From an optimization exercise on the open Yosys and OpenROAD flow, aimed at small area, a short achievable clock period and few clock cycles; shortcuts taken in it are not production practice.
Function was checked by simulation only, so behaviour that the tests miss may differ from the original.
Power and IR drop assume default switching activity.

`flow/flow/run.sh`:
```
#!/bin/bash
# The standard layout, with faster port buffers (buf_2 instead of the
# default delay-cell buffer) so register-to-port paths are not limited by them.
set -euo pipefail
bash standard.sh "BUFFER_PORTS_ARGS=-buffer_cell sky130_fd_sc_hd__buf_2" finish > standard_flow.log 2>&1
```
`flow/standard.sh`:
```
#!/bin/bash
# synth_recipe.tcl (not shown) runs the flow's synth.tcl, then flattens the netlist and writes it again
# the make line also repeats each setting of config.mk as NAME=value (left out here)
make -C /OpenROAD-flow-scripts/flow DESIGN_CONFIG=/design/flow/config.mk WORK_HOME=/design/flow/orfs CLKGATE_MAP_FILE= SYNTH_SCRIPT=/design/flow/synth_recipe.tcl "${@:-finish}"
```
`flow/config.mk`:
```
export PLATFORM = sky130hd
export DESIGN_NAME = multiplier
export DESIGN_NICKNAME = multiplier
export VERILOG_FILES = /design/flow/design.v
export SDC_FILE = /design/flow/constraint.sdc
export NUM_CORES = 4
export LEC_CHECK = 0
export CAP_MARGIN = 20
export CORE_MARGIN = 2
export CORE_UTILIZATION = 40
export SETUP_SLACK_MARGIN = 3.6
export SLEW_MARGIN = 20
export SYNTH_HIERARCHICAL = 1
```
`flow/constraint.sdc`:
```
create_clock -name core_clock -period 6.0 [get_ports {clk}]
set_input_delay 1.2000 -clock core_clock [delete_from_list [all_inputs] [get_ports {clk}]]
set_output_delay 1.2000 -clock core_clock [all_outputs]
set_load 0.01 [all_outputs]
```
`flow/design.v`:
```
module multiplier ( input  wire clk, start, is_signed,
                    input  wire [31:0] a, b,
                    output wire [63:0] s,
                    output reg  done
                   );
  reg  [32:0] ar;             
  wire [32:0] ar_d;
  reg  [33:0] sr, cr;         
  reg  [31:0] l;              
  reg         ci;             
  reg  [7:0] plx, ply;      
  reg  [3:0] e1, e2, en;     
  reg         corr;           
  reg  [2:0] st;
  reg         cl;             
  reg         f0;             
  reg  [31:0] hr;             
  wire fin = (st == 3'd4);
  wire sq1 = sr[0] & ~f0;
  wire cq2 = cr[0] & ~f0;
  wire sq3 = sr[1] & ~f0;
  wire cq4 = cr[1] & ~f0;
  wire sq5 = sr[2] & ~f0;
  wire cq6 = cr[2] & ~f0;
  wire sq7 = sr[3] & ~f0;
  wire cq8 = cr[3] & ~f0;
  wire sq9 = sr[4] & ~f0;
  wire cq10 = cr[4] & ~f0;
  wire sq11 = sr[5] & ~f0;
  wire cq12 = cr[5] & ~f0;
  wire sq13 = sr[6] & ~f0;
  wire cq14 = cr[6] & ~f0;
  wire sq15 = sr[7] & ~f0;
  wire cq16 = cr[7] & ~f0;
  wire sq17 = sr[8] & ~f0;
  wire cq18 = cr[8] & ~f0;
  wire sq19 = sr[9] & ~f0;
  wire cq20 = cr[9] & ~f0;
  wire sq21 = sr[10] & ~f0;
  wire cq22 = cr[10] & ~f0;
  wire sq23 = sr[11] & ~f0;
  wire cq24 = cr[11] & ~f0;
  wire sq25 = sr[12] & ~f0;
  wire cq26 = cr[12] & ~f0;
  wire sq27 = sr[13] & ~f0;
  wire cq28 = cr[13] & ~f0;
  wire sq29 = sr[14] & ~f0;
  wire cq30 = cr[14] & ~f0;
  wire sq31 = sr[15] & ~f0;
  wire cq32 = cr[15] & ~f0;
  wire sq33 = sr[16] & ~f0;
  wire cq34 = cr[16] & ~f0;
  wire sq35 = sr[17] & ~f0;
  wire cq36 = cr[17] & ~f0;
  wire sq37 = sr[18] & ~f0;
  wire cq38 = cr[18] & ~f0;
  wire sq39 = sr[19] & ~f0;
  wire cq40 = cr[19] & ~f0;
  wire sq41 = sr[20] & ~f0;
  wire cq42 = cr[20] & ~f0;
  wire sq43 = sr[21] & ~f0;
  wire cq44 = cr[21] & ~f0;
  wire sq45 = sr[22] & ~f0;
  wire cq46 = cr[22] & ~f0;
  wire sq47 = sr[23] & ~f0;
  wire cq48 = cr[23] & ~f0;
  wire sq49 = sr[24] & ~f0;
  wire cq50 = cr[24] & ~f0;
  wire sq51 = sr[25] & ~f0;
  wire cq52 = cr[25] & ~f0;
  wire sq53 = sr[26] & ~f0;
  wire cq54 = cr[26] & ~f0;
  wire sq55 = sr[27] & ~f0;
  wire cq56 = cr[27] & ~f0;
  wire sq57 = sr[28] & ~f0;
  wire cq58 = cr[28] & ~f0;
  wire sq59 = sr[29] & ~f0;
  wire cq60 = cr[29] & ~f0;
  wire sq61 = sr[30] & ~f0;
  wire cq62 = cr[30] & ~f0;
  wire sq63 = sr[31] & ~f0;
  wire cq64 = cr[31] & ~f0;
  wire sq65 = sr[32] & ~f0;
  wire cq66 = cr[32] & ~f0;
  wire sq67 = sr[33] & ~f0;
  wire cq68 = cr[33] & ~f0;
  wire pp69 = (e1[0] & ar[0]) ^ en[0];
  wire pp70;
  PP u71 (e1[0], e2[0], en[0], ar[1], ar[0], pp70);
  wire pp72;
  PP u73 (e1[0], e2[0], en[0], ar[2], ar[1], pp72);
  wire pp74;
  PP u75 (e1[0], e2[0], en[0], ar[3], ar[2], pp74);
  wire pp76;
  PP u77 (e1[0], e2[0], en[0], ar[4], ar[3], pp76);
  wire pp78;
  PP u79 (e1[0], e2[0], en[0], ar[5], ar[4], pp78);
  wire pp80;
  PP u81 (e1[0], e2[0], en[0], ar[6], ar[5], pp80);
  wire pp82;
  PP u83 (e1[0], e2[0], en[0], ar[7], ar[6], pp82);
  wire pp84;
  PP u85 (e1[0], e2[0], en[0], ar[8], ar[7], pp84);
  wire pp86;
  PP u87 (e1[0], e2[0], en[0], ar[9], ar[8], pp86);
  wire pp88;
  PP u89 (e1[0], e2[0], en[0], ar[10], ar[9], pp88);
  wire pp90;
  PP u91 (e1[0], e2[0], en[0], ar[11], ar[10], pp90);
  wire pp92;
  PP u93 (e1[0], e2[0], en[0], ar[12], ar[11], pp92);
  wire pp94;
  PP u95 (e1[0], e2[0], en[0], ar[13], ar[12], pp94);
  wire pp96;
  PP u97 (e1[0], e2[0], en[0], ar[14], ar[13], pp96);
  wire pp98;
  PP u99 (e1[0], e2[0], en[0], ar[15], ar[14], pp98);
  wire pp100;
  PP u101 (e1[0], e2[0], en[0], ar[16], ar[15], pp100);
  wire pp102;
  PP u103 (e1[0], e2[0], en[0], ar[17], ar[16], pp102);
  wire pp104;
  PP u105 (e1[0], e2[0], en[0], ar[18], ar[17], pp104);
  wire pp106;
  PP u107 (e1[0], e2[0], en[0], ar[19], ar[18], pp106);
  wire pp108;
  PP u109 (e1[0], e2[0], en[0], ar[20], ar[19], pp108);
  wire pp110;
  PP u111 (e1[0], e2[0], en[0], ar[21], ar[20], pp110);
  wire pp112;
  PP u113 (e1[0], e2[0], en[0], ar[22], ar[21], pp112);
  wire pp114;
  PP u115 (e1[0], e2[0], en[0], ar[23], ar[22], pp114);
  wire pp116;
  PP u117 (e1[0], e2[0], en[0], ar[24], ar[23], pp116);
  wire pp118;
  PP u119 (e1[0], e2[0], en[0], ar[25], ar[24], pp118);
  wire pp120;
  PP u121 (e1[0], e2[0], en[0], ar[26], ar[25], pp120);
  wire pp122;
  PP u123 (e1[0], e2[0], en[0], ar[27], ar[26], pp122);
  wire pp124;
  PP u125 (e1[0], e2[0], en[0], ar[28], ar[27], pp124);
  wire pp126;
  PP u127 (e1[0], e2[0], en[0], ar[29], ar[28], pp126);
  wire pp128;
  PP u129 (e1[0], e2[0], en[0], ar[30], ar[29], pp128);
  wire pp130;
  PP u131 (e1[0], e2[0], en[0], ar[31], ar[30], pp130);
  wire pp132;
  PP u133 (e1[0], e2[0], en[0], ar[32], ar[31], pp132);
  wire sg134 = ~(((e1[0] | e2[0]) & ar[32]) ^ en[0]);
  wire pp135 = (e1[1] & ar[0]) ^ en[1];
  wire pp136;
  PP u137 (e1[1], e2[1], en[1], ar[1], ar[0], pp136);
  wire pp138;
  PP u139 (e1[1], e2[1], en[1], ar[2], ar[1], pp138);
  wire pp140;
  PP u141 (e1[1], e2[1], en[1], ar[3], ar[2], pp140);
  wire pp142;
  PP u143 (e1[1], e2[1], en[1], ar[4], ar[3], pp142);
  wire pp144;
  PP u145 (e1[1], e2[1], en[1], ar[5], ar[4], pp144);
  wire pp146;
  PP u147 (e1[1], e2[1], en[1], ar[6], ar[5], pp146);
  wire pp148;
  PP u149 (e1[1], e2[1], en[1], ar[7], ar[6], pp148);
  wire pp150;
  PP u151 (e1[1], e2[1], en[1], ar[8], ar[7], pp150);
  wire pp152;
  PP u153 (e1[1], e2[1], en[1], ar[9], ar[8], pp152);
  wire pp154;
  PP u155 (e1[1], e2[1], en[1], ar[10], ar[9], pp154);
  wire pp156;
  PP u157 (e1[1], e2[1], en[1], ar[11], ar[10], pp156);
  wire pp158;
  PP u159 (e1[1], e2[1], en[1], ar[12], ar[11], pp158);
  wire pp160;
  PP u161 (e1[1], e2[1], en[1], ar[13], ar[12], pp160);
  wire pp162;
  PP u163 (e1[1], e2[1], en[1], ar[14], ar[13], pp162);
  wire pp164;
  PP u165 (e1[1], e2[1], en[1], ar[15], ar[14], pp164);
  wire pp166;
  PP u167 (e1[1], e2[1], en[1], ar[16], ar[15], pp166);
  wire pp168;
  PP u169 (e1[1], e2[1], en[1], ar[17], ar[16], pp168);
  wire pp170;
  PP u171 (e1[1], e2[1], en[1], ar[18], ar[17], pp170);
  wire pp172;
  PP u173 (e1[1], e2[1], en[1], ar[19], ar[18], pp172);
  wire pp174;
  PP u175 (e1[1], e2[1], en[1], ar[20], ar[19], pp174);
  wire pp176;
  PP u177 (e1[1], e2[1], en[1], ar[21], ar[20], pp176);
  wire pp178;
  PP u179 (e1[1], e2[1], en[1], ar[22], ar[21], pp178);
  wire pp180;
  PP u181 (e1[1], e2[1], en[1], ar[23], ar[22], pp180);
  wire pp182;
  PP u183 (e1[1], e2[1], en[1], ar[24], ar[23], pp182);
  wire pp184;
  PP u185 (e1[1], e2[1], en[1], ar[25], ar[24], pp184);
  wire pp186;
  PP u187 (e1[1], e2[1], en[1], ar[26], ar[25], pp186);
  wire pp188;
  PP u189 (e1[1], e2[1], en[1], ar[27], ar[26], pp188);
  wire pp190;
  PP u191 (e1[1], e2[1], en[1], ar[28], ar[27], pp190);
  wire pp192;
  PP u193 (e1[1], e2[1], en[1], ar[29], ar[28], pp192);
  wire pp194;
  PP u195 (e1[1], e2[1], en[1], ar[30], ar[29], pp194);
  wire pp196;
  PP u197 (e1[1], e2[1], en[1], ar[31], ar[30], pp196);
  wire pp198;
  PP u199 (e1[1], e2[1], en[1], ar[32], ar[31], pp198);
  wire sg200 = ~(((e1[1] | e2[1]) & ar[32]) ^ en[1]);
  wire pp201 = (e1[2] & ar[0]) ^ en[2];
  wire pp202;
  PP u203 (e1[2], e2[2], en[2], ar[1], ar[0], pp202);
  wire pp204;
  PP u205 (e1[2], e2[2], en[2], ar[2], ar[1], pp204);
  wire pp206;
  PP u207 (e1[2], e2[2], en[2], ar[3], ar[2], pp206);
  wire pp208;
  PP u209 (e1[2], e2[2], en[2], ar[4], ar[3], pp208);
  wire pp210;
  PP u211 (e1[2], e2[2], en[2], ar[5], ar[4], pp210);
  wire pp212;
  PP u213 (e1[2], e2[2], en[2], ar[6], ar[5], pp212);
  wire pp214;
  PP u215 (e1[2], e2[2], en[2], ar[7], ar[6], pp214);
  wire pp216;
  PP u217 (e1[2], e2[2], en[2], ar[8], ar[7], pp216);
  wire pp218;
  PP u219 (e1[2], e2[2], en[2], ar[9], ar[8], pp218);
  wire pp220;
  PP u221 (e1[2], e2[2], en[2], ar[10], ar[9], pp220);
  wire pp222;
  PP u223 (e1[2], e2[2], en[2], ar[11], ar[10], pp222);
  wire pp224;
  PP u225 (e1[2], e2[2], en[2], ar[12], ar[11], pp224);
  wire pp226;
  PP u227 (e1[2], e2[2], en[2], ar[13], ar[12], pp226);
  wire pp228;
  PP u229 (e1[2], e2[2], en[2], ar[14], ar[13], pp228);
  wire pp230;
  PP u231 (e1[2], e2[2], en[2], ar[15], ar[14], pp230);
  wire pp232;
  PP u233 (e1[2], e2[2], en[2], ar[16], ar[15], pp232);
  wire pp234;
  PP u235 (e1[2], e2[2], en[2], ar[17], ar[16], pp234);
  wire pp236;
  PP u237 (e1[2], e2[2], en[2], ar[18], ar[17], pp236);
  wire pp238;
  PP u239 (e1[2], e2[2], en[2], ar[19], ar[18], pp238);
  wire pp240;
  PP u241 (e1[2], e2[2], en[2], ar[20], ar[19], pp240);
  wire pp242;
  PP u243 (e1[2], e2[2], en[2], ar[21], ar[20], pp242);
  wire pp244;
  PP u245 (e1[2], e2[2], en[2], ar[22], ar[21], pp244);
  wire pp246;
  PP u247 (e1[2], e2[2], en[2], ar[23], ar[22], pp246);
  wire pp248;
  PP u249 (e1[2], e2[2], en[2], ar[24], ar[23], pp248);
  wire pp250;
  PP u251 (e1[2], e2[2], en[2], ar[25], ar[24], pp250);
  wire pp252;
  PP u253 (e1[2], e2[2], en[2], ar[26], ar[25], pp252);
  wire pp254;
  PP u255 (e1[2], e2[2], en[2], ar[27], ar[26], pp254);
  wire pp256;
  PP u257 (e1[2], e2[2], en[2], ar[28], ar[27], pp256);
  wire pp258;
  PP u259 (e1[2], e2[2], en[2], ar[29], ar[28], pp258);
  wire pp260;
  PP u261 (e1[2], e2[2], en[2], ar[30], ar[29], pp260);
  wire pp262;
  PP u263 (e1[2], e2[2], en[2], ar[31], ar[30], pp262);
  wire pp264;
  PP u265 (e1[2], e2[2], en[2], ar[32], ar[31], pp264);
  wire sg266 = ~(((e1[2] | e2[2]) & ar[32]) ^ en[2]);
  wire pp267 = (e1[3] & ar[0]) ^ en[3];
  wire pp268;
  PP u269 (e1[3], e2[3], en[3], ar[1], ar[0], pp268);
  wire pp270;
  PP u271 (e1[3], e2[3], en[3], ar[2], ar[1], pp270);
  wire pp272;
  PP u273 (e1[3], e2[3], en[3], ar[3], ar[2], pp272);
  wire pp274;
  PP u275 (e1[3], e2[3], en[3], ar[4], ar[3], pp274);
  wire pp276;
  PP u277 (e1[3], e2[3], en[3], ar[5], ar[4], pp276);
  wire pp278;
  PP u279 (e1[3], e2[3], en[3], ar[6], ar[5], pp278);
  wire pp280;
  PP u281 (e1[3], e2[3], en[3], ar[7], ar[6], pp280);
  wire pp282;
  PP u283 (e1[3], e2[3], en[3], ar[8], ar[7], pp282);
  wire pp284;
  PP u285 (e1[3], e2[3], en[3], ar[9], ar[8], pp284);
  wire pp286;
  PP u287 (e1[3], e2[3], en[3], ar[10], ar[9], pp286);
  wire pp288;
  PP u289 (e1[3], e2[3], en[3], ar[11], ar[10], pp288);
  wire pp290;
  PP u291 (e1[3], e2[3], en[3], ar[12], ar[11], pp290);
  wire pp292;
  PP u293 (e1[3], e2[3], en[3], ar[13], ar[12], pp292);
  wire pp294;
  PP u295 (e1[3], e2[3], en[3], ar[14], ar[13], pp294);
  wire pp296;
  PP u297 (e1[3], e2[3], en[3], ar[15], ar[14], pp296);
  wire pp298;
  PP u299 (e1[3], e2[3], en[3], ar[16], ar[15], pp298);
  wire pp300;
  PP u301 (e1[3], e2[3], en[3], ar[17], ar[16], pp300);
  wire pp302;
  PP u303 (e1[3], e2[3], en[3], ar[18], ar[17], pp302);
  wire pp304;
  PP u305 (e1[3], e2[3], en[3], ar[19], ar[18], pp304);
  wire pp306;
  PP u307 (e1[3], e2[3], en[3], ar[20], ar[19], pp306);
  wire pp308;
  PP u309 (e1[3], e2[3], en[3], ar[21], ar[20], pp308);
  wire pp310;
  PP u311 (e1[3], e2[3], en[3], ar[22], ar[21], pp310);
  wire pp312;
  PP u313 (e1[3], e2[3], en[3], ar[23], ar[22], pp312);
  wire pp314;
  PP u315 (e1[3], e2[3], en[3], ar[24], ar[23], pp314);
  wire pp316;
  PP u317 (e1[3], e2[3], en[3], ar[25], ar[24], pp316);
  wire pp318;
  PP u319 (e1[3], e2[3], en[3], ar[26], ar[25], pp318);
  wire pp320;
  PP u321 (e1[3], e2[3], en[3], ar[27], ar[26], pp320);
  wire pp322;
  PP u323 (e1[3], e2[3], en[3], ar[28], ar[27], pp322);
  wire pp324;
  PP u325 (e1[3], e2[3], en[3], ar[29], ar[28], pp324);
  wire pp326;
  PP u327 (e1[3], e2[3], en[3], ar[30], ar[29], pp326);
  wire pp328;
  PP u329 (e1[3], e2[3], en[3], ar[31], ar[30], pp328);
  wire pp330;
  PP u331 (e1[3], e2[3], en[3], ar[32], ar[31], pp330);
  wire sg332 = ~(((e1[3] | e2[3]) & ar[32]) ^ en[3]);
  wire pc333 = cl & ar[0];
  wire pc334 = cl & ar[1];
  wire pc335 = cl & ar[2];
  wire pc336 = cl & ar[3];
  wire pc337 = cl & ar[4];
  wire pc338 = cl & ar[5];
  wire pc339 = cl & ar[6];
  wire pc340 = cl & ar[7];
  wire pc341 = cl & ar[8];
  wire pc342 = cl & ar[9];
  wire pc343 = cl & ar[10];
  wire pc344 = cl & ar[11];
  wire pc345 = cl & ar[12];
  wire pc346 = cl & ar[13];
  wire pc347 = cl & ar[14];
  wire pc348 = cl & ar[15];
  wire pc349 = cl & ar[16];
  wire pc350 = cl & ar[17];
  wire pc351 = cl & ar[18];
  wire pc352 = cl & ar[19];
  wire pc353 = cl & ar[20];
  wire pc354 = cl & ar[21];
  wire pc355 = cl & ar[22];
  wire pc356 = cl & ar[23];
  wire pc357 = cl & ar[24];
  wire pc358 = cl & ar[25];
  wire pc359 = cl & ar[26];
  wire pc360 = cl & ar[27];
  wire pc361 = cl & ar[28];
  wire pc362 = cl & ar[29];
  wire pc363 = cl & ar[30];
  wire pc364 = cl & ar[31];
  wire cf365 = ~pp198;
  wire cf366 = ~pp264;
  wire cf367 = ~pp330;
  wire _w1, _w2;
  FX u368 (en[0], cq2, sq1, _w1, _w2);
  wire _w3, _w4;
  FX u369 (cq4, sq3, pp70, _w3, _w4);
  wire _w5, _w6;
  FX u370 (en[1], cq6, sq5, _w5, _w6);
  wire _w7, _w8;
  FX u371 (pp135, pp72, _w5, _w7, _w8);
  wire _w9, _w10;
  FX u372 (cq8, sq7, pp136, _w9, _w10);
  wire _w11, _w12;
  FX u373 (pp74, _w6, _w9, _w11, _w12);
  wire _w13, _w14;
  FX u374 (en[2], cq10, sq9, _w13, _w14);
  wire _w15, _w16;
  FX u375 (pp138, pp201, pp76, _w15, _w16);
  wire _w17, _w18;
  FX u376 (_w13, _w10, _w15, _w17, _w18);
  wire _w19, _w20;
  FX u377 (cq12, sq11, pp140, _w19, _w20);
  wire _w21, _w22;
  FX u378 (pp202, pp78, _w14, _w21, _w22);
  wire _w23, _w24;
  FX u379 (_w19, _w16, _w21, _w23, _w24);
  wire _w25, _w26;
  FX u380 (en[3], cq14, sq13, _w25, _w26);
  wire _w27, _w28;
  FX u381 (pp142, pp204, pp267, _w27, _w28);
  wire _w29, _w30;
  FX u382 (pp80, _w25, _w20, _w29, _w30);
  wire _w31, _w32;
  FX u383 (_w27, _w22, _w29, _w31, _w32);
  wire _w33, _w34;
  FX u384 (cq16, sq15, pp144, _w33, _w34);
  wire _w35, _w36;
  FX u385 (pp206, pp268, pp82, _w35, _w36);
  wire _w37, _w38;
  FX u386 (_w26, _w33, _w28, _w37, _w38);
  wire _w39, _w40;
  FX u387 (_w35, _w30, _w37, _w39, _w40);
  wire _w41, _w42;
  FX u388 (cq18, sq17, pp146, _w41, _w42);
  wire _w43, _w44;
  FX u389 (pp208, pp270, pp84, _w43, _w44);
  wire _w45, _w46;
  FX u390 (pc333, _w41, _w34, _w45, _w46);
  wire _w47, _w48;
  FX u391 (_w36, _w43, _w38, _w47, _w48);
  wire _w49, _w50;
  HX u392 (_w45, _w47, _w49, _w50);
  wire _w51, _w52;
  FX u393 (cq20, sq19, pp148, _w51, _w52);
  wire _w53, _w54;
  FX u394 (pp210, pp272, pp86, _w53, _w54);
  wire _w55, _w56;
  FX u395 (pc334, _w51, _w42, _w55, _w56);
  wire _w57, _w58;
  FX u396 (_w44, _w53, _w46, _w57, _w58);
  wire _w59, _w60;
  FX u397 (_w55, _w57, _w48, _w59, _w60);
  wire _w61, _w62;
  FX u398 (cq22, sq21, pp150, _w61, _w62);
  wire _w63, _w64;
  FX u399 (pp212, pp274, pp88, _w63, _w64);
  wire _w65, _w66;
  FX u400 (pc335, _w61, _w52, _w65, _w66);
  wire _w67, _w68;
  FX u401 (_w54, _w63, _w56, _w67, _w68);
  wire _w69, _w70;
  FX u402 (_w65, _w67, _w58, _w69, _w70);
  wire _w71, _w72;
  FX u403 (cq24, sq23, pp152, _w71, _w72);
  wire _w73, _w74;
  FX u404 (pp214, pp276, pp90, _w73, _w74);
  wire _w75, _w76;
  FX u405 (pc336, _w71, _w62, _w75, _w76);
  wire _w77, _w78;
  FX u406 (_w64, _w73, _w66, _w77, _w78);
  wire _w79, _w80;
  FX u407 (_w75, _w77, _w68, _w79, _w80);
  wire _w81, _w82;
  FX u408 (cq26, sq25, pp154, _w81, _w82);
  wire _w83, _w84;
  FX u409 (pp216, pp278, pp92, _w83, _w84);
  wire _w85, _w86;
  FX u410 (pc337, _w81, _w72, _w85, _w86);
  wire _w87, _w88;
  FX u411 (_w74, _w83, _w76, _w87, _w88);
  wire _w89, _w90;
  FX u412 (_w85, _w87, _w78, _w89, _w90);
  wire _w91, _w92;
  FX u413 (cq28, sq27, pp156, _w91, _w92);
  wire _w93, _w94;
  FX u414 (pp218, pp280, pp94, _w93, _w94);
  wire _w95, _w96;
  FX u415 (pc338, _w91, _w82, _w95, _w96);
  wire _w97, _w98;
  FX u416 (_w84, _w93, _w86, _w97, _w98);
  wire _w99, _w100;
  FX u417 (_w95, _w97, _w88, _w99, _w100);
  wire _w101, _w102;
  FX u418 (cq30, sq29, pp158, _w101, _w102);
  wire _w103, _w104;
  FX u419 (pp220, pp282, pp96, _w103, _w104);
  wire _w105, _w106;
  FX u420 (pc339, _w101, _w92, _w105, _w106);
  wire _w107, _w108;
  FX u421 (_w94, _w103, _w96, _w107, _w108);
  wire _w109, _w110;
  FX u422 (_w105, _w107, _w98, _w109, _w110);
  wire _w111, _w112;
  FX u423 (cq32, sq31, pp160, _w111, _w112);
  wire _w113, _w114;
  FX u424 (pp222, pp284, pp98, _w113, _w114);
  wire _w115, _w116;
  FX u425 (pc340, _w111, _w102, _w115, _w116);
  wire _w117, _w118;
  FX u426 (_w104, _w113, _w106, _w117, _w118);
  wire _w119, _w120;
  FX u427 (_w115, _w117, _w108, _w119, _w120);
  wire _w121, _w122;
  FX u428 (cq34, sq33, pp100, _w121, _w122);
  wire _w123, _w124;
  FX u429 (pp162, pp224, pp286, _w123, _w124);
  wire _w125, _w126;
  FX u430 (pc341, _w121, _w112, _w125, _w126);
  wire _w127, _w128;
  FX u431 (_w114, _w123, _w116, _w127, _w128);
  wire _w129, _w130;
  FX u432 (_w125, _w127, _w118, _w129, _w130);
  wire _w131, _w132;
  FX u433 (cq36, sq35, pp102, _w131, _w132);
  wire _w133, _w134;
  FX u434 (pp164, pp226, pp288, _w133, _w134);
  wire _w135, _w136;
  FX u435 (pc342, _w131, _w122, _w135, _w136);
  wire _w137, _w138;
  FX u436 (_w124, _w133, _w126, _w137, _w138);
  wire _w139, _w140;
  FX u437 (_w135, _w137, _w128, _w139, _w140);
  wire _w141, _w142;
  FX u438 (cq38, sq37, pp104, _w141, _w142);
  wire _w143, _w144;
  FX u439 (pp166, pp228, pp290, _w143, _w144);
  wire _w145, _w146;
  FX u440 (pc343, _w141, _w132, _w145, _w146);
  wire _w147, _w148;
  FX u441 (_w134, _w143, _w136, _w147, _w148);
  wire _w149, _w150;
  FX u442 (_w145, _w147, _w138, _w149, _w150);
  wire _w151, _w152;
  FX u443 (cq40, sq39, pp106, _w151, _w152);
  wire _w153, _w154;
  FX u444 (pp168, pp230, pp292, _w153, _w154);
  wire _w155, _w156;
  FX u445 (pc344, _w151, _w142, _w155, _w156);
  wire _w157, _w158;
  FX u446 (_w144, _w153, _w146, _w157, _w158);
  wire _w159, _w160;
  FX u447 (_w155, _w157, _w148, _w159, _w160);
  wire _w161, _w162;
  FX u448 (cq42, sq41, pp108, _w161, _w162);
  wire _w163, _w164;
  FX u449 (pp170, pp232, pp294, _w163, _w164);
  wire _w165, _w166;
  FX u450 (pc345, _w161, _w152, _w165, _w166);
  wire _w167, _w168;
  FX u451 (_w154, _w163, _w156, _w167, _w168);
  wire _w169, _w170;
  FX u452 (_w165, _w167, _w158, _w169, _w170);
  wire _w171, _w172;
  FX u453 (cq44, sq43, pp110, _w171, _w172);
  wire _w173, _w174;
  FX u454 (pp172, pp234, pp296, _w173, _w174);
  wire _w175, _w176;
  FX u455 (pc346, _w171, _w162, _w175, _w176);
  wire _w177, _w178;
  FX u456 (_w164, _w173, _w166, _w177, _w178);
  wire _w179, _w180;
  FX u457 (_w175, _w177, _w168, _w179, _w180);
  wire _w181, _w182;
  FX u458 (cq46, sq45, pp112, _w181, _w182);
  wire _w183, _w184;
  FX u459 (pp174, pp236, pp298, _w183, _w184);
  wire _w185, _w186;
  FX u460 (pc347, _w181, _w172, _w185, _w186);
  wire _w187, _w188;
  FX u461 (_w174, _w183, _w176, _w187, _w188);
  wire _w189, _w190;
  FX u462 (_w185, _w187, _w178, _w189, _w190);
  wire _w191, _w192;
  FX u463 (cq48, sq47, pp114, _w191, _w192);
  wire _w193, _w194;
  FX u464 (pp176, pp238, pp300, _w193, _w194);
  wire _w195, _w196;
  FX u465 (pc348, _w191, _w182, _w195, _w196);
  wire _w197, _w198;
  FX u466 (_w184, _w193, _w186, _w197, _w198);
  wire _w199, _w200;
  FX u467 (_w195, _w197, _w188, _w199, _w200);
  wire _w201, _w202;
  FX u468 (cq50, sq49, pp116, _w201, _w202);
  wire _w203, _w204;
  FX u469 (pp178, pp240, pp302, _w203, _w204);
  wire _w205, _w206;
  FX u470 (pc349, _w201, _w192, _w205, _w206);
  wire _w207, _w208;
  FX u471 (_w194, _w203, _w196, _w207, _w208);
  wire _w209, _w210;
  FX u472 (_w205, _w207, _w198, _w209, _w210);
  wire _w211, _w212;
  FX u473 (cq52, sq51, pp118, _w211, _w212);
  wire _w213, _w214;
  FX u474 (pp180, pp242, pp304, _w213, _w214);
  wire _w215, _w216;
  FX u475 (pc350, _w211, _w202, _w215, _w216);
  wire _w217, _w218;
  FX u476 (_w204, _w213, _w206, _w217, _w218);
  wire _w219, _w220;
  FX u477 (_w215, _w217, _w208, _w219, _w220);
  wire _w221, _w222;
  FX u478 (cq54, sq53, pp120, _w221, _w222);
  wire _w223, _w224;
  FX u479 (pp182, pp244, pp306, _w223, _w224);
  wire _w225, _w226;
  FX u480 (pc351, _w221, _w212, _w225, _w226);
  wire _w227, _w228;
  FX u481 (_w214, _w223, _w216, _w227, _w228);
  wire _w229, _w230;
  FX u482 (_w225, _w227, _w218, _w229, _w230);
  wire _w231, _w232;
  FX u483 (cq56, sq55, pp122, _w231, _w232);
  wire _w233, _w234;
  FX u484 (pp184, pp246, pp308, _w233, _w234);
  wire _w235, _w236;
  FX u485 (pc352, _w231, _w222, _w235, _w236);
  wire _w237, _w238;
  FX u486 (_w224, _w233, _w226, _w237, _w238);
  wire _w239, _w240;
  FX u487 (_w235, _w237, _w228, _w239, _w240);
  wire _w241, _w242;
  FX u488 (cq58, sq57, pp124, _w241, _w242);
  wire _w243, _w244;
  FX u489 (pp186, pp248, pp310, _w243, _w244);
  wire _w245, _w246;
  FX u490 (pc353, _w241, _w232, _w245, _w246);
  wire _w247, _w248;
  FX u491 (_w234, _w243, _w236, _w247, _w248);
  wire _w249, _w250;
  FX u492 (_w245, _w247, _w238, _w249, _w250);
  wire _w251, _w252;
  FX u493 (cq60, sq59, pp126, _w251, _w252);
  wire _w253, _w254;
  FX u494 (pp188, pp250, pp312, _w253, _w254);
  wire _w255, _w256;
  FX u495 (pc354, _w251, _w242, _w255, _w256);
  wire _w257, _w258;
  FX u496 (_w244, _w253, _w246, _w257, _w258);
  wire _w259, _w260;
  FX u497 (_w255, _w257, _w248, _w259, _w260);
  wire _w261, _w262;
  FX u498 (cq62, sq61, pp128, _w261, _w262);
  wire _w263, _w264;
  FX u499 (pp190, pp252, pp314, _w263, _w264);
  wire _w265, _w266;
  FX u500 (pc355, _w261, _w252, _w265, _w266);
  wire _w267, _w268;
  FX u501 (_w254, _w263, _w256, _w267, _w268);
  wire _w269, _w270;
  FX u502 (_w265, _w267, _w258, _w269, _w270);
  wire _w271, _w272;
  FX u503 (cq64, sq63, pp130, _w271, _w272);
  wire _w273, _w274;
  FX u504 (pp192, pp254, pp316, _w273, _w274);
  wire _w275, _w276;
  FX u505 (pc356, _w271, _w262, _w275, _w276);
  wire _w277, _w278;
  FX u506 (_w264, _w273, _w266, _w277, _w278);
  wire _w279, _w280;
  FX u507 (_w275, _w277, _w268, _w279, _w280);
  wire _w281, _w282;
  FX u508 (cq66, sq65, pp132, _w281, _w282);
  wire _w283, _w284;
  FX u509 (pp194, pp256, pp318, _w283, _w284);
  wire _w285, _w286;
  FX u510 (pc357, _w281, _w272, _w285, _w286);
  wire _w287, _w288;
  FX u511 (_w274, _w283, _w276, _w287, _w288);
  wire _w289, _w290;
  FX u512 (_w285, _w287, _w278, _w289, _w290);
  wire _w291, _w292;
  FX u513 (f0, cq68, sq67, _w291, _w292);
  wire _w293, _w294;
  FX u514 (pp196, pp258, pp320, _w293, _w294);
  wire _w295, _w296;
  FX u515 (sg134, pc358, _w291, _w295, _w296);
  wire _w297, _w298;
  FX u516 (_w282, _w284, _w293, _w297, _w298);
  wire _w299, _w300;
  FX u517 (_w295, _w286, _w297, _w299, _w300);
  wire _w301, _w302;
  HX u518 (_w288, _w299, _w301, _w302);
  wire _w303, _w304;
  FX u519 (cf365, pp260, pp322, _w303, _w304);
  wire _w305, _w306;
  FX u520 (pc359, _w292, _w294, _w305, _w306);
  wire _w307, _w308;
  FX u521 (_w303, _w296, _w305, _w307, _w308);
  wire _w309, _w310;
  FX u522 (_w298, _w307, _w300, _w309, _w310);
  wire _w311, _w312;
  FX u523 (pp198, pp262, pp324, _w311, _w312);
  wire _w313, _w314;
  FX u524 (sg200, pc360, _w304, _w313, _w314);
  wire _w315, _w316;
  FX u525 (_w311, _w313, _w306, _w315, _w316);
  wire _w317, _w318;
  HX u526 (_w315, _w308, _w317, _w318);
  wire _w319, _w320;
  FX u527 (cf366, pp326, pc361, _w319, _w320);
  wire _w321, _w322;
  FX u528 (_w312, _w319, _w314, _w321, _w322);
  wire _w323, _w324;
  HX u529 (_w321, _w316, _w323, _w324);
  wire _w325, _w326;
  FX u530 (pp264, pp328, sg266, _w325, _w326);
  wire _w327, _w328;
  FX u531 (pc362, _w320, _w325, _w327, _w328);
  wire _w329, _w330;
  HX u532 (_w327, _w322, _w329, _w330);
  wire _w331, _w332;
  FX u533 (cf367, pc363, _w326, _w331, _w332);
  wire _w333, _w334;
  HX u534 (_w331, _w328, _w333, _w334);
  wire _w335, _w336;
  FX u535 (pp330, sg332, pc364, _w335, _w336);
  wire _w337, _w338;
  HX u536 (_w335, _w332, _w337, _w338);
  wire _w339, _w340;
  HX u537 (1'b1, _w336, _w339, _w340);
  wire [41:0] tx = {_w340, _w338, _w334, _w330, _w324, _w318, _w310, _w302, _w290, _w280, _w270, _w260, _w250, _w240, _w230, _w220, _w210, _w200, _w190, _w180, _w170, _w160, _w150, _w140, _w130, _w120, _w110, _w100, _w90, _w80, _w70, _w60, _w50, _w40, _w32, _w24, _w18, _w12, _w8, _w4, _w2, pp69};
  wire [41:0] ty = {1'b0, _w339, _w337, _w333, _w329, _w323, _w317, _w309, _w301, _w289, _w279, _w269, _w259, _w249, _w239, _w229, _w219, _w209, _w199, _w189, _w179, _w169, _w159, _w149, _w139, _w129, _w119, _w109, _w99, _w89, _w79, _w69, _w59, _w49, _w39, _w31, _w23, _w17, _w11, _w7, _w3, _w1};
  wire [8:0] lo = f0 ? 9'd0 : plx + ply + ci;
  wire g538, g539;
  PGN u540 (fx[0], fy[0], g538, g539);
  wire g541, g542;
  PGN u543 (fx[1], fy[1], g541, g542);
  wire g544, g545;
  PGN u546 (fx[2], fy[2], g544, g545);
  wire g547, g548;
  PGN u549 (fx[3], fy[3], g547, g548);
  wire g550, g551;
  PGN u552 (fx[4], fy[4], g550, g551);
  wire g553, g554;
  PGN u555 (fx[5], fy[5], g553, g554);
  wire g556, g557;
  PGN u558 (fx[6], fy[6], g556, g557);
  wire g559, g560;
  PGN u561 (fx[7], fy[7], g559, g560);
  wire g562, g563;
  PGN u564 (fx[8], fy[8], g562, g563);
  wire g565, g566;
  PGN u567 (fx[9], fy[9], g565, g566);
  wire g568, g569;
  PGN u570 (fx[10], fy[10], g568, g569);
  wire g571, g572;
  PGN u573 (fx[11], fy[11], g571, g572);
  wire g574, g575;
  PGN u576 (fx[12], fy[12], g574, g575);
  wire g577, g578;
  PGN u579 (fx[13], fy[13], g577, g578);
  wire g580, g581;
  PGN u582 (fx[14], fy[14], g580, g581);
  wire g583, g584;
  PGN u585 (fx[15], fy[15], g583, g584);
  wire g586, g587;
  PGN u588 (fx[16], fy[16], g586, g587);
  wire g589, g590;
  PGN u591 (fx[17], fy[17], g589, g590);
  wire g592, g593;
  PGN u594 (fx[18], fy[18], g592, g593);
  wire g595, g596;
  PGN u597 (fx[19], fy[19], g595, g596);
  wire g598, g599;
  PGN u600 (fx[20], fy[20], g598, g599);
  wire g601, g602;
  PGN u603 (fx[21], fy[21], g601, g602);
  wire g604, g605;
  PGN u606 (fx[22], fy[22], g604, g605);
  wire g607, g608;
  PGN u609 (fx[23], fy[23], g607, g608);
  wire g610, g611;
  PGN u612 (fx[24], fy[24], g610, g611);
  wire g613, g614;
  PGN u615 (fx[25], fy[25], g613, g614);
  wire g616, g617;
  PGN u618 (fx[26], fy[26], g616, g617);
  wire g619, g620;
  PGN u621 (fx[27], fy[27], g619, g620);
  wire g622, g623;
  PGN u624 (fx[28], fy[28], g622, g623);
  wire g625, g626;
  PGN u627 (fx[29], fy[29], g625, g626);
  wire g628, g629;
  PGN u630 (fx[30], fy[30], g628, g629);
  wire g631, g632;
  PGN u633 (fx[31], fy[31], g631, g632);
  wire g634, g635;
  PGN u636 (fx[32], fy[32], g634, g635);
  wire g637, g638;
  PGN u639 (fx[33], fy[33], g637, g638);
  wire g640, g641;
  PGN u642 (fx[34], fy[34], g640, g641);
  wire g643, g644;
  PGN u645 (fx[35], fy[35], g643, g644);
  wire g646, g647;
  PGN u648 (fx[36], fy[36], g646, g647);
  wire g649, g650;
  PGN u651 (fx[37], fy[37], g649, g650);
  wire g652, g653;
  PGN u654 (fx[38], fy[38], g652, g653);
  wire g655, g656;
  PGN u657 (fx[39], fy[39], g655, g656);
  wire n658 = ~ci;
  wire k659;
  NODEI u660 (g539, g538, n658, k659);
  wire k661, k662;
  NODEIP u663 (g545, g544, g542, g541, k661, k662);
  wire k664, k665;
  NODEIP u666 (g551, g550, g548, g547, k664, k665);
  wire k667, k668;
  NODEIP u669 (g557, g556, g554, g553, k667, k668);
  wire k670, k671;
  NODEIP u672 (g563, g562, g560, g559, k670, k671);
  wire k673, k674;
  NODEIP u675 (g569, g568, g566, g565, k673, k674);
  wire k676, k677;
  NODEIP u678 (g575, g574, g572, g571, k676, k677);
  wire k679, k680;
  NODEIP u681 (g581, g580, g578, g577, k679, k680);
  wire k682, k683;
  NODEIP u684 (g587, g586, g584, g583, k682, k683);
  wire k685, k686;
  NODEIP u687 (g593, g592, g590, g589, k685, k686);
  wire k688, k689;
  NODEIP u690 (g599, g598, g596, g595, k688, k689);
  wire k691, k692;
  NODEIP u693 (g605, g604, g602, g601, k691, k692);
  wire k694, k695;
  NODEIP u696 (g611, g610, g608, g607, k694, k695);
  wire k697, k698;
  NODEIP u699 (g617, g616, g614, g613, k697, k698);
  wire k700, k701;
  NODEIP u702 (g623, g622, g620, g619, k700, k701);
  wire k703, k704;
  NODEIP u705 (g629, g628, g626, g625, k703, k704);
  wire k706, k707;
  NODEIP u708 (g635, g634, g632, g631, k706, k707);
  wire k709, k710;
  NODEIP u711 (g641, g640, g638, g637, k709, k710);
  wire k712, k713;
  NODEIP u714 (g647, g646, g644, g643, k712, k713);
  wire k715, k716;
  NODEIP u717 (g653, g652, g650, g649, k715, k716);
  wire n718 = ~k659;
  wire k719;
  NODEI u720 (g542, g541, n718, k719);
  wire k721;
  NODE u722 (k661, k662, k659, k721);
  wire n723 = ~k664;
  wire n724 = ~k665;
  wire k725, k726;
  NODEIP u727 (g554, g553, n723, n724, k725, k726);
  wire k728, k729;
  NODEP u730 (k667, k668, k664, k665, k728, k729);
  wire n731 = ~k670;
  wire n732 = ~k671;
  wire k733, k734;
  NODEIP u735 (g566, g565, n731, n732, k733, k734);
  wire k736, k737;
  NODEP u738 (k673, k674, k670, k671, k736, k737);
  wire n739 = ~k676;
  wire n740 = ~k677;
  wire k741, k742;
  NODEIP u743 (g578, g577, n739, n740, k741, k742);
  wire k744, k745;
  NODEP u746 (k679, k680, k676, k677, k744, k745);
  wire n747 = ~k682;
  wire n748 = ~k683;
  wire k749, k750;
  NODEIP u751 (g590, g589, n747, n748, k749, k750);
  wire k752, k753;
  NODEP u754 (k685, k686, k682, k683, k752, k753);
  wire n755 = ~k688;
  wire n756 = ~k689;
  wire k757, k758;
  NODEIP u759 (g602, g601, n755, n756, k757, k758);
  wire k760, k761;
  NODEP u762 (k691, k692, k688, k689, k760, k761);
  wire n763 = ~k694;
  wire n764 = ~k695;
  wire k765, k766;
  NODEIP u767 (g614, g613, n763, n764, k765, k766);
  wire k768, k769;
  NODEP u770 (k697, k698, k694, k695, k768, k769);
  wire n771 = ~k700;
  wire n772 = ~k701;
  wire k773, k774;
  NODEIP u775 (g626, g625, n771, n772, k773, k774);
  wire k776, k777;
  NODEP u778 (k703, k704, k700, k701, k776, k777);
  wire n779 = ~k706;
  wire n780 = ~k707;
  wire k781, k782;
  NODEIP u783 (g638, g637, n779, n780, k781, k782);
  wire k784, k785;
  NODEP u786 (k709, k710, k706, k707, k784, k785);
  wire n787 = ~k712;
  wire n788 = ~k713;
  wire k789, k790;
  NODEIP u791 (g650, g649, n787, n788, k789, k790);
  wire k792, k793;
  NODEP u794 (k715, k716, k712, k713, k792, k793);
  wire k795;
  NODEI u796 (g548, g547, k721, k795);
  wire n797 = ~k721;
  wire k798;
  NODE u799 (k664, k665, n797, k798);
  wire k800;
  NODE u801 (k725, k726, n797, k800);
  wire k802;
  NODEI u803 (k728, k729, k721, k802);
  wire k804, k805;
  NODEIP u806 (g572, g571, k736, k737, k804, k805);
  wire n807 = ~k736;
  wire n808 = ~k737;
  wire k809, k810;
  NODEP u811 (k676, k677, n807, n808, k809, k810);
  wire k812, k813;
  NODEP u814 (k741, k742, n807, n808, k812, k813);
  wire k815, k816;
  NODEIP u817 (k744, k745, k736, k737, k815, k816);
  wire k818, k819;
  NODEIP u820 (g596, g595, k752, k753, k818, k819);
  wire n821 = ~k752;
  wire n822 = ~k753;
  wire k823, k824;
  NODEP u825 (k688, k689, n821, n822, k823, k824);
  wire k826, k827;
  NODEP u828 (k757, k758, n821, n822, k826, k827);
  wire k829, k830;
  NODEIP u831 (k760, k761, k752, k753, k829, k830);
  wire k832, k833;
  NODEIP u834 (g620, g619, k768, k769, k832, k833);
  wire n835 = ~k768;
  wire n836 = ~k769;
  wire k837, k838;
  NODEP u839 (k700, k701, n835, n836, k837, k838);
  wire k840, k841;
  NODEP u842 (k773, k774, n835, n836, k840, k841);
  wire k843, k844;
  NODEIP u845 (k776, k777, k768, k769, k843, k844);
  wire k846, k847;
  NODEIP u848 (g644, g643, k784, k785, k846, k847);
  wire n849 = ~k784;
  wire n850 = ~k785;
  wire k851, k852;
  NODEP u853 (k712, k713, n849, n850, k851, k852);
  wire k854, k855;
  NODEP u856 (k789, k790, n849, n850, k854, k855);
  wire k857, k858;
  NODEIP u859 (k792, k793, k784, k785, k857, k858);
  wire n860 = ~k802;
  wire k861;
  NODEI u862 (g560, g559, n860, k861);
  wire k863;
  NODE u864 (k670, k671, k802, k863);
  wire k865;
  NODE u866 (k733, k734, k802, k865);
  wire k867;
  NODEI u868 (k736, k737, n860, k867);
  wire k869;
  NODE u870 (k804, k805, k802, k869);
  wire k871;
  NODEI u872 (k809, k810, n860, k871);
  wire k873;
  NODEI u874 (k812, k813, n860, k873);
  wire k875;
  NODE u876 (k815, k816, k802, k875);
  wire n877 = ~k829;
  wire n878 = ~k830;
  wire k879, k880;
  NODEIP u881 (g608, g607, n877, n878, k879, k880);
  wire k882, k883;
  NODEP u884 (k694, k695, k829, k830, k882, k883);
  wire k885, k886;
  NODEP u887 (k765, k766, k829, k830, k885, k886);
  wire k888, k889;
  NODEIP u890 (k768, k769, n877, n878, k888, k889);
  wire k891, k892;
  NODEP u893 (k832, k833, k829, k830, k891, k892);
  wire k894, k895;
  NODEIP u896 (k837, k838, n877, n878, k894, k895);
  wire k897, k898;
  NODEIP u899 (k840, k841, n877, n878, k897, k898);
  wire k900, k901;
  NODEP u902 (k843, k844, k829, k830, k900, k901);
  wire n903 = ~k857;
  wire n904 = ~k858;
  wire k905, k906;
  NODEIP u907 (g656, g655, n903, n904, k905, k906);
  wire k908;
  NODEI u909 (g584, g583, k875, k908);
  wire n910 = ~k875;
  wire k911;
  NODE u912 (k682, k683, n910, k911);
  wire k913;
  NODE u914 (k749, k750, n910, k913);
  wire k915;
  NODEI u916 (k752, k753, k875, k915);
  wire k917;
  NODE u918 (k818, k819, n910, k917);
  wire k919;
  NODEI u920 (k823, k824, k875, k919);
  wire k921;
  NODEI u922 (k826, k827, k875, k921);
  wire k923;
  NODE u924 (k829, k830, n910, k923);
  wire k925;
  NODE u926 (k879, k880, n910, k925);
  wire k927;
  NODEI u928 (k882, k883, k875, k927);
  wire k929;
  NODEI u930 (k885, k886, k875, k929);
  wire k931;
  NODE u932 (k888, k889, n910, k931);
  wire k933;
  NODEI u934 (k891, k892, k875, k933);
  wire k935;
  NODE u936 (k894, k895, n910, k935);
  wire k937;
  NODE u938 (k897, k898, n910, k937);
  wire k939;
  NODEI u940 (k900, k901, k875, k939);
  wire n941 = ~k939;
  wire k942;
  NODEI u943 (g632, g631, n941, k942);
  wire k944;
  NODE u945 (k706, k707, k939, k944);
  wire k946;
  NODE u947 (k781, k782, k939, k946);
  wire k948;
  NODEI u949 (k784, k785, n941, k948);
  wire k950;
  NODE u951 (k846, k847, k939, k950);
  wire k952;
  NODEI u953 (k851, k852, n941, k952);
  wire k954;
  NODEI u955 (k854, k855, n941, k954);
  wire k956;
  NODE u957 (k857, k858, k939, k956);
  wire k958;
  NODE u959 (k905, k906, k939, k958);
  wire r960 = ~(g538 ^ ci);
  wire r961 = ~(g541 ^ k659);
  wire r962 = ~(g544 ^ k719);
  wire r963 = g547 ^ k721;
  wire r964 = ~(g550 ^ k795);
  wire r965 = g553 ^ k798;
  wire r966 = g556 ^ k800;
  wire r967 = ~(g559 ^ k802);
  wire r968 = ~(g562 ^ k861);
  wire r969 = g565 ^ k863;
  wire r970 = g568 ^ k865;
  wire r971 = ~(g571 ^ k867);
  wire r972 = g574 ^ k869;
  wire r973 = ~(g577 ^ k871);
  wire r974 = ~(g580 ^ k873);
  wire r975 = g583 ^ k875;
  wire r976 = ~(g586 ^ k908);
  wire r977 = g589 ^ k911;
  wire r978 = g592 ^ k913;
  wire r979 = ~(g595 ^ k915);
  wire r980 = g598 ^ k917;
  wire r981 = ~(g601 ^ k919);
  wire r982 = ~(g604 ^ k921);
  wire r983 = g607 ^ k923;
  wire r984 = g610 ^ k925;
  wire r985 = ~(g613 ^ k927);
  wire r986 = ~(g616 ^ k929);
  wire r987 = g619 ^ k931;
  wire r988 = ~(g622 ^ k933);
  wire r989 = g625 ^ k935;
  wire r990 = g628 ^ k937;
  wire r991 = ~(g631 ^ k939);
  wire r992 = ~(g634 ^ k942);
  wire r993 = g637 ^ k944;
  wire r994 = g640 ^ k946;
  wire r995 = ~(g643 ^ k948);
  wire r996 = g646 ^ k950;
  wire r997 = ~(g649 ^ k952);
  wire r998 = ~(g652 ^ k954);
  wire r999 = g655 ^ k956;
  wire [39:0] fx = {sr[31:0], plx};
  wire [39:0] fy = {cr[31:0], ply};
  wire [39:0] fsum = {r999, r998, r997, r996, r995, r994, r993, r992, r991, r990, r989, r988, r987, r986, r985, r984, r983, r982, r981, r980, r979, r978, r977, r976, r975, r974, r973, r972, r971, r970, r969, r968, r967, r966, r965, r964, r963, r962, r961, r960};
  wire [8:0] bw = {b[7:0], 1'b0};
  wire [8:0] lw = l[15:7];
  wire [3:0] b1, b2, bn, l1, l2, ln;
  genvar g;
  generate
    for (g = 0; g < 4; g = g + 1) begin : enc
      ENC eb (bw[2*g+2], bw[2*g+1], bw[2*g], b1[g], b2[g], bn[g]);
      ENC el (lw[2*g+2], lw[2*g+1], lw[2*g], l1[g], l2[g], ln[g]);
    end
  endgenerate
  assign s = {hr, l};
  always @(posedge clk) begin
    sr  <= tx[41:8];
    cr  <= ty[41:8];
    plx <= tx[7:0];
    ply <= ty[7:0];
    ci  <= lo[8];
    f0  <= start;
  end
  always @(posedge clk)
    if (fin && !done)
      hr <= fsum[39:8];
  always @(posedge clk)
    if (start) begin
      l    <= b;
      corr <= b[31] & ~is_signed;
      cl   <= 1'b0;
      st   <= 3'd0;
      done <= 1'b0;
    end else if (!done) begin
      st <= st + 3'd1;
      cl <= corr & (st == 3'd2);
      if (fin) begin
        l    <= {fsum[7:0], l[31:8]};
        done <= 1'b1;
      end else begin
        l   <= {lo[7:0], l[31:8]};
      end
    end
  wire [32:0] a_in = {is_signed & a[31], a};
  generate
    for (g = 0; g < 33; g = g + 1) begin : hold_a
      MX ma (start, a_in[g], ar[g], ar_d[g]);
    end
  endgenerate
  always @(posedge clk) ar <= ar_d;
  always @(posedge clk)
    if (start) begin
      e1 <= b1;
      e2 <= b2;
      en <= bn;
    end else begin
      e1 <= l1;
      e2 <= l2;
      en <= ln;
    end
endmodule
module ENC (input wire b2, b1, b0, output wire one, two, neg);
  assign one = b1 ^ b0;
  assign two = (b2 & ~b1 & ~b0) | (~b2 & b1 & b0);
  assign neg = b2 & ~(b1 & b0);
endmodule
module MX (input wire s, a, b, output wire y);
  assign y = s ? a : b;
endmodule
module PP (input wire one, two, neg, x, y, output wire p);
  assign p = ((one & x) | (two & y)) ^ neg;
endmodule
module FA (input wire x, y, z, output wire s, c);
  assign s = x ^ y ^ z;
  assign c = (x & y) | (x & z) | (y & z);
endmodule
module FX (input wire x, y, z, output wire s, c);
  wire t;
  X2 x1 (x, y, t);
  X2 x2 (t, z, s);
  MAJ m (x, y, z, c);
endmodule
module X2 (input wire x, y, output wire s);
  assign s = x ^ y;
endmodule
module MAJ (input wire x, y, z, output wire c);
  assign c = (x & y) | (x & z) | (y & z);
endmodule
module HA (input wire x, y, output wire s, c);
  assign s = x ^ y;
  assign c = x & y;
endmodule
module HX (input wire x, y, output wire s, c);
  X2 u1 (x, y, s);
  AN2 u2 (x, y, c);
endmodule
module AN2 (input wire x, y, output wire s);
  assign s = x & y;
endmodule
module PGN (input wire x, y, output wire pn, gn);
  XN2 p (x, y, pn);
  ND2 g (x, y, gn);
endmodule
module XN2 (input wire x, y, output wire s);
  assign s = ~(x ^ y);
endmodule
module ND2 (input wire x, y, output wire s);
  assign s = ~(x & y);
endmodule
module NODE (input wire gh, ph, gl, output wire gn);
  assign gn = ~(gh | (ph & gl));
endmodule
module NODEP (input wire gh, ph, gl, pl, output wire gn, pn);
  assign gn = ~(gh | (ph & gl));
  assign pn = ~(ph & pl);
endmodule
module NODEI (input wire ghn, phn, gln, output wire g);
  assign g = ~(ghn & (phn | gln));
endmodule
module NODEIP (input wire ghn, phn, gln, pln, output wire g, p);
  assign g = ~(ghn & (phn | gln));
  assign p = ~(phn | pln);
endmodule
```
==> impl_metrics.yaml, run 1 <==
sta:
  rsz0062_at_grt: "true"
  setup_tns_ns: 0
  tightestPinTransition_ns: 0.570
  layout_setup_ws_ns: 3.48
  relSlewSlack_pct: 61.8
  clock.fmax_mhz: 396
  finalCritPeriodShare_pct: 42.1
  hold_viol_final: 0
  finClkSkew_ns: 0.00955
  setup_violations: 0
  min_period_ns: 2.52
  finalMaxSlewViolations: 0
route:
  wl_per_cell_um: 19.6
  viasPerCell: 5.21
  ant_nets: 0
  route.detailed.drc: 0
  wl_um: 48200
  num_vias: 12790
  initialDrtViolationCount: 635
  drt_first_pass_iters: 5
clock_network:
  htree_levels: 4
  numCtsBuffers: 17
  clock_sinks: 200
  cts_tree: "yes"
  clockBufferDepth: 2
  clock_latency_ns: 0.48
  clkTransAtPathRegs_ns: 0.08
  cts-root-buf: "clkbuf_16"
critical_path:
  slowest_delay_ns: 0.55
  cp_max_fo: 10
  cp_data_required_time_ns: 6.36
  path_delay_family: "XOR/XNOR gates"
  crit_path_end_kind: "flip-flop"
  crit_path_top_delay_cell: "dfxtp_2"
  cp-start-kind: "flip-flop"
  rrSetupSlack_ns: 3.48
  r2r_start: "ar[22]$_DFF_P_"
  path_buf_inv: 0
  crit_path_frequent_cell: "xor2_1"
  critPathArrivalTime_ns: 2.88
  crit_type: "reg2reg"
  r2r-end: "cr[19]$_DFF_P_"
  cp_cell_sequence: "a22oi_2 -> xnor2_1 -> xor2_1 -> xor2_1 -> xor2_1 -> xor2_1 -> xor2_1 -> xor2_1"
  reg2regPathDepth: 8
synthesis:
  ys_warn_count: 7
  syn_area_um2: 16900
  postSynthAreaPerCell_um2: 10.5
  synthCells: 1612
power_and_ir_drop:
  ir_worst_vdd_mv: 0.375
  power_density_nw_per_um2: 693
  leakage_nw: 8.65
placement:
  dp.final_hpwl_um: 30900
  pre_cts_slack_ns: 2.91
  routabilityCongestion: 0.812
  numPortBuffers: 131
run_status:
  outcome: "finished clean"
global_route:
  grt_pass1_wl_um: 74700
  grt_max_degree: 43
  grt_pass1_vias: 13134
  grt_overflow: 0
  grt_usage_pct: 22.1
  antenna_found_initial: 1
finish:
  drive_above_1_share_pct: 47.8
  fillers: 3835
  finalNetCount: 1988
  areaGrowthSynthToFinish_pct: 25.3
die:
  floorplan.initialDensity_pct: 40.4
  rows: 75
  coreArea_um2: 41900
  die_height_um: 209
  dieArea_um2: 43900
  die_width_um: 209
  io_pins: 132
worst_hold_path:
  min_to: "cl$_SDFFE_PP0N_"
  min_path_type: "reg2reg"
  holdPathStages: 2
  hp-start: "corr$_DFFE_PP_"
job:
  drv_cap: 0
## timing repair
action / 4_1_cts / 5_1_grt
pin swaps: 84 / 89
resized for setup: 90 / 74
buffers inserted: 107 / 40
cloned: 0 / 1
hold buffers: 0 / 0
endpoints found under the setup margin: 157 / 76
endpoints found under the hold margin: 0 / 0
## cell usage in the layout, fill, tap and decap left out, types with 5 or more instances in the layout
master / n
a21oi_1: 7
nand2_1: 73
o21ai_0: 9
dfxtp_4: 23
nand2b_1: 11
o22ai_2: 8
buf_12: 26
dfxtp_2: 27
o21ai_1: 24
mux2_2: 38
dfxtp_1: 85
ha_1: 18
o21ai_2: 40
xor2_1: 340
edfxtp_1: 65
nor2_1: 40
buf_4: 111
a21oi_2: 37
clkbuf_16: 19
nor3_1: 6
xnor2_2: 57
inv_6: 5
xor2_2: 20
nor2b_1: 77
inv_1: 40
nor2_2: 11
xnor2_1: 135
maj3_2: 162
conb_1: 7
mux2_4: 33
and2_1: 40
buf_2: 130
a22oi_2: 128
buf_6: 9
## flip-flops by register name (all words and copies together) (netlist names), 3 cells and up
name	flops
ply	8
l	32
hr	32
e1	4
ar	33
sr	34
en	4
plx	8
e2	4
st	3
cr	33
## worst min-delay path, cell delays in order, from the launching register on
cell and delay [ns]:
edfxtp_1 0.33, a32oi_1 0.09, nor2_1 0.08
## how the worst max path moves through the flow
stage	slack [ns]	start	to	cells after the start
after floorplan	3.48	e2[3]$_DFF_P_	sr[27]$_DFF_P_	7
after global placement	2.98	start	l[9]$_DFFE_PP_	3
after detailed placement	2.91	ply[2]$_DFF_P_	hr[19]$_DFFE_PP_	8
after CTS	3.48	e1[1]$_DFF_P_	cr[20]$_DFF_P_	9
after global routing	3.34	e1[1]$_DFF_P_	cr[20]$_DFF_P_	9
final	3.48	ar[22]$_DFF_P_	cr[19]$_DFF_P_	8
## through the flow
step | std cells | total power, mW | hold slack (ns) | area [µm²] | utilization [%]
final | 2454 | 14.7 | 0.542 | 21200 | 50.6
after global routing | 2454 | 15.7 | 0.586 | 21200 | 50.6
after CTS | 2412 | 14.0 | 0.559 | 20400 | 48.7
after detailed placement | 2273 | 11.8 | 0.541 | 18300 | 43.6
after global placement | 2273 | 11.7 | 0.528 | 18300 | 43.6
after floorplan | 1617 | 9.86 | 0.486 | 17000 | -
## area by class of cell
type	instances	area (µm²)	share of cell area, %
timing repair buffer	283	2260	10.7
inverter	40	154	0.727
multi-input combinational	1359	12700	60.1
sequential	200	4770	22.6
tap	539	674	3.19
antenna	1	2.50	0.0118
clock inverter	14	135	0.638
clock buffer	18	450	2.13
## layer usage
layer / up-vias / wire [µm] / track usage [%]
met4: 0 / 904 / 6.07
met2: 237 / 23500 / 37.7
met3: 53 / 1910 / 3.02
li1: 6180 / - / -
met5: - / 0 / 0
met1: 6320 / 21800 / 29.2
## report_power, final
group / internal (mW) / switching, mW / total, mW
Clock: 0.574 / 0.602 / 1.18
Combinational: 5.09 / 5.75 / 10.8
Sequential: 2.13 / 0.536 / 2.66
Total: 7.79 / 6.89 / 14.7
Testbench counts, summed over its fixed seeds: cycles 9,600.
==> run 2, diff against run 1 <==
--- a/flow/config.mk
+++ b/flow/config.mk
@@ -9,5 +9,5 @@
 export CORE_MARGIN = 2
 export CORE_UTILIZATION = 40
-export SETUP_SLACK_MARGIN = 3.6
+export SETUP_SLACK_MARGIN = 3.8
 export SLEW_MARGIN = 20
 export SYNTH_HIERARCHICAL = 1
==> run 2 against run 1 <==
- still clean on timing, DRC and antenna
- first-iteration DRC count is 45% higher
- utilization increased by 4.3 points
- register-to-register slack lost 0.02 ns
- clock-buffer cell count is 1 lower
- sequential share of layout area fell by 1.6 points
- design area up 8.6%
- clock skew up 0.0084 ns
- combinational power increased by 12%
- critical path type unchanged
- critical endpoint is now cr[18]$_DFF_P_
==> impl_metrics.yaml, run 2 <==
sta:
  finalCritPeriodShare_pct: 42.5
  setup_tns_ns: 0
  finClkSkew_ns: 0.0179
  hold_viol_final: 0
  whs_ns: 0.568
  tightestPinTransition_ns: 0.513
  min_period_ns: 2.55
  relSlewSlack_pct: 65.6
  layout_setup_ws_ns: 3.45
  clock.fmax_mhz: 392
  finalMaxSlewViolations: 0
  rsz0062_at_grt: "true"
  setup_violations: 0
route:
  wl_per_cell_um: 20.5
  ant_nets: 0
  wl_um: 52800
  num_vias: 13633
  initialDrtViolationCount: 922
  drt_first_pass_iters: 5
  viasPerCell: 5.30
  route.detailed.drc: 0
critical_path:
  cp_cell_sequence: "buf_8 -> buf_12 -> a22oi_2 -> xnor2_2 -> xor2_1 -> xor2_1 -> xor2_1 -> xor2_1 -> xor2_1 -> xor2_1"
  slowest_delay_ns: 0.40
  path_delay_family: "XOR/XNOR gates"
  critPathArrivalTime_ns: 2.92
  cp_data_required_time_ns: 6.37
  crit_path_end_kind: "flip-flop"
  crit_type: "reg2reg"
  crit_path_top_delay_cell: "dfxtp_4"
  cp_max_fo: 5
  crit_path_frequent_cell: "xor2_1"
  path_buf_inv: 2
  cp-start-kind: "flip-flop"
synthesis:
  postSynthAreaPerCell_um2: 10.5
  ys_warn_count: 7
  syn_area_um2: 16900
  synthCells: 1612
clock_network:
  cts_tree: "yes"
  numCtsBuffers: 17
  clock_latency_ns: 0.47
  clkTransAtPathRegs_ns: 0.09
  clockBufferDepth: 2
  htree_levels: 4
  clock_sinks: 200
  cts-root-buf: "clkbuf_16"
  hold_buffers: 0
finish:
  diodes: 0
  final_common_cell: "xor2_1"
  areaGrowthSynthToFinish_pct: 36.0
  largest_reg_flops: 34
  drive_above_1_share_pct: 55.4
  reg_top3: "sr x34, ar x33, cr x33"
  layout.cells.non_filler: 2573
  top_register: "sr"
  stdcell_area_um2: 23000
  most-common-layout-cells: "xor2_1 (339), buf_4 (202), maj3_2 (162), buf_2 (130), a22oi_2 (128)"
  finalNetCount: 2108
  final_core_util_pct: 54.9
placement:
  dpl_cell_area_um2: 18500
  dp.final_hpwl_um: 30800
  pre_cts_slack_ns: 2.50
  numPortBuffers: 131
  dpl.cell_count: 2273
  routabilityCongestion: 0.814
die:
  coreArea_um2: 41900
  die_width_um: 209
  rows: 75
  die_height_um: 209
  dieArea_um2: 43900
  floorplan.initialDensity_pct: 40.4
  io_pins: 132
power_and_ir_drop:
  swShare_pct: 45.8
  p_total_mw: 16.1
  p_int_mw: 8.71
  pwr-share-comb_pct: 75.3
  p_seq_share_pct: 17.2
  pwr-share-clk_pct: 7.6
  ir_worst_vdd_mv: 0.369
  p_sw_mw: 7.37
  power_density_nw_per_um2: 700
  leakage_nw: 9.64
global_route:
  grt_usage_pct: 23.0
  grt_max_degree: 47
  grt_overflow: 0
  grt_pass1_wl_um: 77700
  grt_pass1_vias: 13605
  antenna_found_initial: 0
run_status:
  outcome: "finished clean"
job:
  drv_cap: 0
worst_hold_path:
  min_path_type: "reg2reg"
==> run 2: repair_timing <==
item / 4_1_cts / 5_1_grt
buffers inserted: 181 / 81
gates resized for setup: 175 / 101
cloned: 1 / 5
pin swaps: 176 / 183
setup endpoints to repair: 214 / 186
==> run 2: final cells by class <==
type / count / area [µm²]
clock buffers: 17 / 425
clock inverters: 15 / 199
fillers: 3553 / 18900
inverters: 40 / 163
multi-input cells: 1359 / 13300
flip-flops and latches: 200 / 4810
well taps: 539 / 674
repair buffers: 403 / 3380
==> run 2: final timing paths <==
path / from / endpoint / slack (ns) / cells past startpoint
setup / recovery: e1[2]$_DFF_P_ / cr[18]$_DFF_P_ / 3.45 / 10
hold reg to reg: st[0]$_SDFFE_PP0N_ / st[0]$_SDFFE_PP0N_ / 0.57 / 2
setup reg to reg: e1[2]$_DFF_P_ / cr[18]$_DFF_P_ / 3.45 / 10
hold / removal: st[0]$_SDFFE_PP0N_ / st[0]$_SDFFE_PP0N_ / 0.57 / 2
==> run 2: power by group through the flow <==
stage / registers, mW / clock network, mW / logic, mW
after floorplan: 2.70 / 0 / 7.27
after CTS: 2.69 / 1.25 / 10.8
after global placement: 2.97 / 0 / 8.70
final: 2.76 / 1.22 / 12.1
after detailed placement: 2.97 / 0 / 8.82
after global routing: 2.81 / 1.30 / 13.0
==> run 2: routing by layer <==
metal  global-route usage (%)  up-vias  part of all wire (%)
li1                         -     6417                     -
met1                     30.7     6795                    44
met2                     39.8      350                    49
met3                     2.53       71                   4.8
met4                     5.97        0                   2.0
met5                        0        -                     0
==> run 2: worst register-to-register path: stages (launching register included) <==
cell     delay, ns
dfxtp_4       0.40
buf_8         0.16
buf_12        0.14
a22oi_2       0.21
xnor2_2       0.15
xor2_1        0.21
xor2_1        0.26
xor2_1        0.20
xor2_1        0.28
xor2_1        0.21
xor2_1        0.23

static timing again, ports no longer ideal:
How much do the figures lean on ideal ports? The routed layouts below were timed once more, with nothing changed but the port constraints. Step 1 (the two cells are an assumption about what drives the block):
set clk [get_ports {clk}]
set_driving_cell -lib_cell sky130_fd_sc_hd__clkbuf_16 $clk
set_driving_cell -lib_cell sky130_fd_sc_hd__buf_2 [delete_from_list [all_inputs] $clk]
Step 2 adds t to the input delays and takes it off the output delays; t is the mean of the earliest and latest rising clock arrival at the registers after step 1. Input paths then give back, and output paths get back, about the clock's delay inside the block. a / b / c = no drivers / after step 1 / after step 2; a / b = the first two.
| run | t, ns | setup slack, ns | hold WS [ns] | worst setup path at the end |
|---|---|---|---|---|
| run 1 | 0.525 | 3.476 / 3.476 / 3.177 | 0.542 / 0.542 / 0.542 | input to register |
| run 2 | 0.513 | 3.452 / 3.452 / 3.397 | 0.568 / 0.568 / 0.568 | input to register |
After both steps every run listed still meets setup and hold. For run 1, which loses most, drivers alone change the setup slack by 0.000 ns; drivers and shift together by -0.299 ns.
